Background: an optimization exercise with open tools, aiming at small area. Do not read the settings as production practice. Function was checked by simulation only, so behaviour that the tests miss may differ from the original. Power is estimated from default activity; no workload was simulated.

==> flow/design.v (outline; a module is shown in full before it is edited, if it fits) <==
// module cpx_multiply: 55 lines
// module cmul: 627 lines
// module sig_gen: 46 lines
// module sin_cos: 157 lines
// module freq_shift: 72 lines
module freq_shift
  (input                clk,
   input                rst,
   input                m_axis_tvalid,
   input [11:0]         freq_step,
   input                freq_step_valid,
   input                neg_shift,
   input signed [11:0]  xi,
   input signed [11:0]  xq,
   output               s_axis_tready,
   input                m_axis_tready,
   output signed [11:0] i,
   output signed [11:0] q,
   output               s_axis_tvalid);
  // ...
==> flow/run.sh <==
#!/bin/bash
# synth_recipe.tcl (not shown) runs the flow's synth.tcl, then flattens the netlist and writes it again
# the make line also repeats each setting of config.mk as NAME=value (left out here)
make -C /OpenROAD-flow-scripts/flow DESIGN_CONFIG=/design/flow/config.mk WORK_HOME=/design/flow/orfs CLKGATE_MAP_FILE= SYNTH_SCRIPT=/design/flow/synth_recipe.tcl finish
==> flow/config.mk <==
export PLATFORM = sky130hd
export DESIGN_NAME = freq_shift
export DESIGN_NICKNAME = freq_shift
export VERILOG_FILES = /design/flow/design.v
export SDC_FILE = /design/flow/constraint.sdc
export NUM_CORES = 4
export LEC_CHECK = 0
export ABC_AREA = 1
export CAP_MARGIN = 20
export CORE_MARGIN = 2
export CORE_UTILIZATION = 40
export SLEW_MARGIN = 20
==> flow/constraint.sdc <==
create_clock -name core_clock -period 6.0 [get_ports {clk}]
set_input_delay 1.2000 -clock core_clock [delete_from_list [all_inputs] [get_ports {clk}]]
set_output_delay 1.2000 -clock core_clock [all_outputs]
set_load 0.01 [all_outputs]
==> results.cfg, run 1 <==
[placed_design]
dp_hpwl_um = 37000
placed_cell_area_um2 = 19600

[floorplanning]
dieHeight_um = 217

[hold_path]
hold_path_end = freq_mult.sb[14]$_DFFE_PP_
hp-class = register to register

[status]
status = complete, no violations

[clocking]
cts_tree = yes
postCtsSetupRepairBufs = 0
cts_made_buffers = 17
clock_latency_ps = 470
cts_root_buffer = clkbuf_16
clk_path_buf_depth = 2

[detailed_routing]
vias = 14500
detail_route.wl_per_cell_um = 17.9

[worst_setup_path]
required_ps = 6220
crit_chain = buf_4 -> nand2_1 -> o22ai_1 -> xor2_1 -> fa_1 -> fa_1 -> fa_1 -> fa_1 -> ha_1 -> nand2_1 -> nor2_1 -> nand2_1 -> o211ai_1 -> a31oi_1 -> inv_1 -> a21oi_1 -> o21ai_0 -> a21oi_1 -> xnor2_1
crit_path_end_kind = register
worst-path-buf-inv = 2

[cells_and_area]
final_common_cell = inv_1
multi_input_area_um2 = 11200
layout.area.seq_um2 = 5320
nClkBuffers = 17
drive_gt1_share_pct = 8.12

[logic_synthesis]
synth_edf_count = 159
synth.top_cell.area_share_pct = 26.3

[pwr]
netSwitchingPower_uw = 5610
power_density_nw_per_um2 = 570

[global_route]
top_usage_layer = met2
==> run 2: changes to the inputs <==
--- a/flow/config.mk
+++ b/flow/config.mk
@@ -11,2 +11,5 @@
 export CORE_UTILIZATION = 40
+export CTS_BUF_LIST = sky130_fd_sc_hd__clkbuf_8
+export CTS_CLUSTER_DIAMETER = 100
+export CTS_CLUSTER_SIZE = 30
 export SLEW_MARGIN = 20
==> run 2 against run 1 <==
Net effect:
- still clean on timing, DRC and antenna
- sequential power about the same
- die area is the same
- combinational power about the same
- clock power fell by 24%
- hold slack improved by 6.1 ps
- non-clock buffer count unchanged
- flip-flop and latch count is the same
- power decreased by 2.5%
- final area shrank 0.94%
- critical path type unchanged
- largest power group unchanged
==> results.cfg, run 2 <==
[pwr]
p_leak_uw = 0.00907
power_density_nw_per_um2 = 561
p_total_uw = 11300
ir_drop_mv = 0.695

[floorplanning]
core_um2 = 45100
num_rows = 78
dieHeight_um = 217
die_w_um = 217
initial_utilization_pct = 40.3
io_pins = 68
die-area_um2 = 47100

[clocking]
clock_latency_ps = 520
clk_path_buf_depth = 2
holdBufCountCts = 0
cts_made_buffers = 17
cts_tree = yes
cts_root_buffer = clkbuf_8
h-tree-depth = 4
clock-sinks = 186
cts.clk_slew.worst_paths_ps = 110

[timing]
worst_slew_margin_rel_pct = 41.2
fmax_mhz = 177
worst_slew_pin_slew_ps = 877
setup_viol = 0
period_share_pct = 94.0
fin_skew_ps = 15.1
rsz0062_at_grt = false
final_hold_viol_count = 0
fin_crit_ps = 5640
totalNegativeSetupSlack_ps = 0
maxSlewViolCount = 0

[worst_setup_path]
r2r-start = cosine_buff[1]$_DFFE_PP_
cpMostUsedCell = fa_1
required_ps = 6280
worst-path-buf-inv = 2
cp_max_fo = 21
crit_family = adder cells
critPathMaxStageDelay_ps = 530
startpoint_type = register
reg2regPathDepth = 19
crit_chain = buf_4 -> nand2_1 -> o22ai_1 -> xor2_1 -> fa_1 -> fa_1 -> fa_1 -> fa_1 -> ha_1 -> nand2_1 -> nor2_1 -> nand2_1 -> o211ai_1 -> a31oi_1 -> inv_1 -> a21oi_1 -> o21ai_0 -> a21oi_1 -> xnor2_1
slowest_stage = fa_1
r2r-end = freq_mult.sa[21]$_DFFE_PP_
r2r_slack_ps = 360
path_class = register to register
arrival_ps = 5930
crit_path_end_kind = register
crit_start = cosine_buff[1]$_DFFE_PP_

[cells_and_area]
areaGrowthSynthToFinish_pct = 10.8
final_common_cell = inv_1
layout.area.seq_um2 = 5320
layout_common_cells = 306 x inv_1, 286 x nand2_1, 236 x xor2_1
multi_input_area_um2 = 11200
drive_gt1_share_pct = 8.12
diodes = 0
nFillCells = 4392
nets = 2393

[hold_path]
min_delay_path_depth = 0
hp-class = register to register
hold_path_end = freq_mult.sb[14]$_DFFE_PP_
hp-start = freq_mult.sa[14]$_DFFE_PP_

[detailed_routing]
wl_met1_um = 21400
drt-initial-drc-count = 1222
totalWireLength_um = 48300
wl_met3_um = 2710
wl_met2_um = 23000
postRouteAntennaNets = 0
remaining_drc_errors = 0
detail_route.wl_per_cell_um = 17.8
routed_via_density = 5.36
vias = 14500
routed.top_layer = met4
dr.pass1.iters = 6

[logic_synthesis]
synthArstFlopShare_pct = 0
synth_common_cells = 308 x inv_1, 286 x nand2_1, 236 x xor2_1, 178 x o22ai_1, 159 x edfxtp_1
synth_nets = 2336
synth.top_cells.by_area = edfxtp_1 26%, fa_1 16%, xor2_1 11%
synthFlopType = edfxtp_1
ys_seq_area_share_pct = 29.3
synth.most_common_cell = inv_1
synth_largest_area_cell = edfxtp_1
synth.avg_cell_area_um2 = 8.92
synth.top_cell.area_share_pct = 26.3
yosysWarnings = 4
synthDistinctLibCells = 54
ys_ff_latch = 186
netlist_area_um2 = 18200
synthCells = 2036
synth_edf_count = 159

[global_route]
grt_max_degree = 42
grt_pass1_wl_um = 77400
grt_usage_pct = 20.9
gr-total-overflow = 0
antenna_found_initial = 0
grt_pass1_vias = 14500

[status]
status = complete, no violations

[placed_design]
dp_hpwl_um = 37000
numPortBuffers = 67
gp_congestion = 0.923

[job]
cap_viol_max_count = 0
run 2: cell counts after synthesis:
No cell type changed its count.
run 2: timing repair:
action,4_1_cts,5_1_grt
resized for setup,0,4
endpoints found under the hold margin,0,0
setup endpoints to repair,0,4
setup buffers,0,2
run 2: how the worst max path moves through the flow:
| stage | to | slack [ps] | cells after the start |
|---|---|---|---|
| detailed placement | freq_mult.sa[21]$_DFFE_PP_ | 240 | 19 |
| global placement | freq_mult.sa[11]$_DFFE_PP_ | 330 | 17 |
| CTS | freq_mult.sa[21]$_DFFE_PP_ | 250 | 19 |
| finish | freq_mult.sa[21]$_DFFE_PP_ | 360 | 19 |
| floorplan | freq_mult.sa[10]$_DFFE_PP_ | 650 | 23 |
| global route | freq_mult.sa[21]$_DFFE_PP_ | 30 | 19 |
run 2: stage by stage:
stage / instances / util [%] / hold slack (ps) / setup slack (ps) / instance area (um2)
2_1_floorplan: 2036 / - / 400 / 650 / 18200
3_3_place_gp: 2671 / 43.6 / 401 / 330 / 19600
3_5_place_dp: 2671 / 43.6 / 405 / 245 / 19600
4_1_cts: 2703 / 44.5 / 428 / 247 / 20100
5_1_grt: 2706 / 44.6 / 423 / 28.3 / 20100
6_report: 2706 / 44.6 / 427 / 357 / 20100
run 2: power by group:
| part | total (uW) | switching (uW) | internal (uW) |
|---|---|---|---|
| registers | 2060 | 53.1 | 2010 |
| clock network | 897 | 539 | 358 |
| logic | 8320 | 4970 | 3350 |
| total | 11300 | 5570 | 5720 |
run 2: cell families (layout without fill, tap and decap cells):
kind of cell / Yosys count / in the layout / synth area share (%)
AO/OA/AOI/OAI: 371 / 371 / 12.1
XOR/XNOR: 245 / 245 / 11.9
adder cells (fa/ha/maj): 258 / 258 / 23.9
buffers and inverters: 421 / 491 / 9.04
flip-flops: 186 / 186 / 29.3
multiplexers: 12 / 12 / 0.738
AND/OR/NAND/NOR: 543 / 543 / 13.1
run 2: layer usage:
layer,track usage (%),vias to the layer above
met1,27.7,7083
met5,0,-
li1,-,6845
met4,7.33,0
met2,34.4,486
met3,3.73,82
run 2: layout make-up:
type / count / area share, %
sequential: 186 / 26.4
tap: 600 / 3.73
clock buffer: 17 / 1.16
inverter: 323 / 6.05
clock inverter: 15 / 0.964
multi-input combinational: 1429 / 55.7
timing repair buffer: 136 / 5.96

re-timing with driven ports:
In the flow no input, the clock included, has a driving cell. The finished layouts below were timed again as built, in two steps. Step 1 (the two cells are an assumption about what drives the block):
set clk [get_ports {clk}]
set_driving_cell -lib_cell sky130_fd_sc_hd__clkbuf_16 $clk
set_driving_cell -lib_cell sky130_fd_sc_hd__buf_2 [delete_from_list [all_inputs] $clk]
Step 2 times the ports against the registers' clock, not the clock port: input delays grow and output delays shrink by t, the midpoint of the rising clock arrivals with the driver on. a / b / c = no drivers / after step 1 / after step 2; a / b = the first two.
| run | t (ns) | slack for setup (ns) | worst setup path at the end |
|---|---|---|---|
| run 1 | 0.516 | 0.355 / 0.355 / 0.355 | register to register |
| run 2 | 0.565 | 0.357 / 0.357 / 0.357 | register to register |
After both steps every run listed still meets setup and hold.
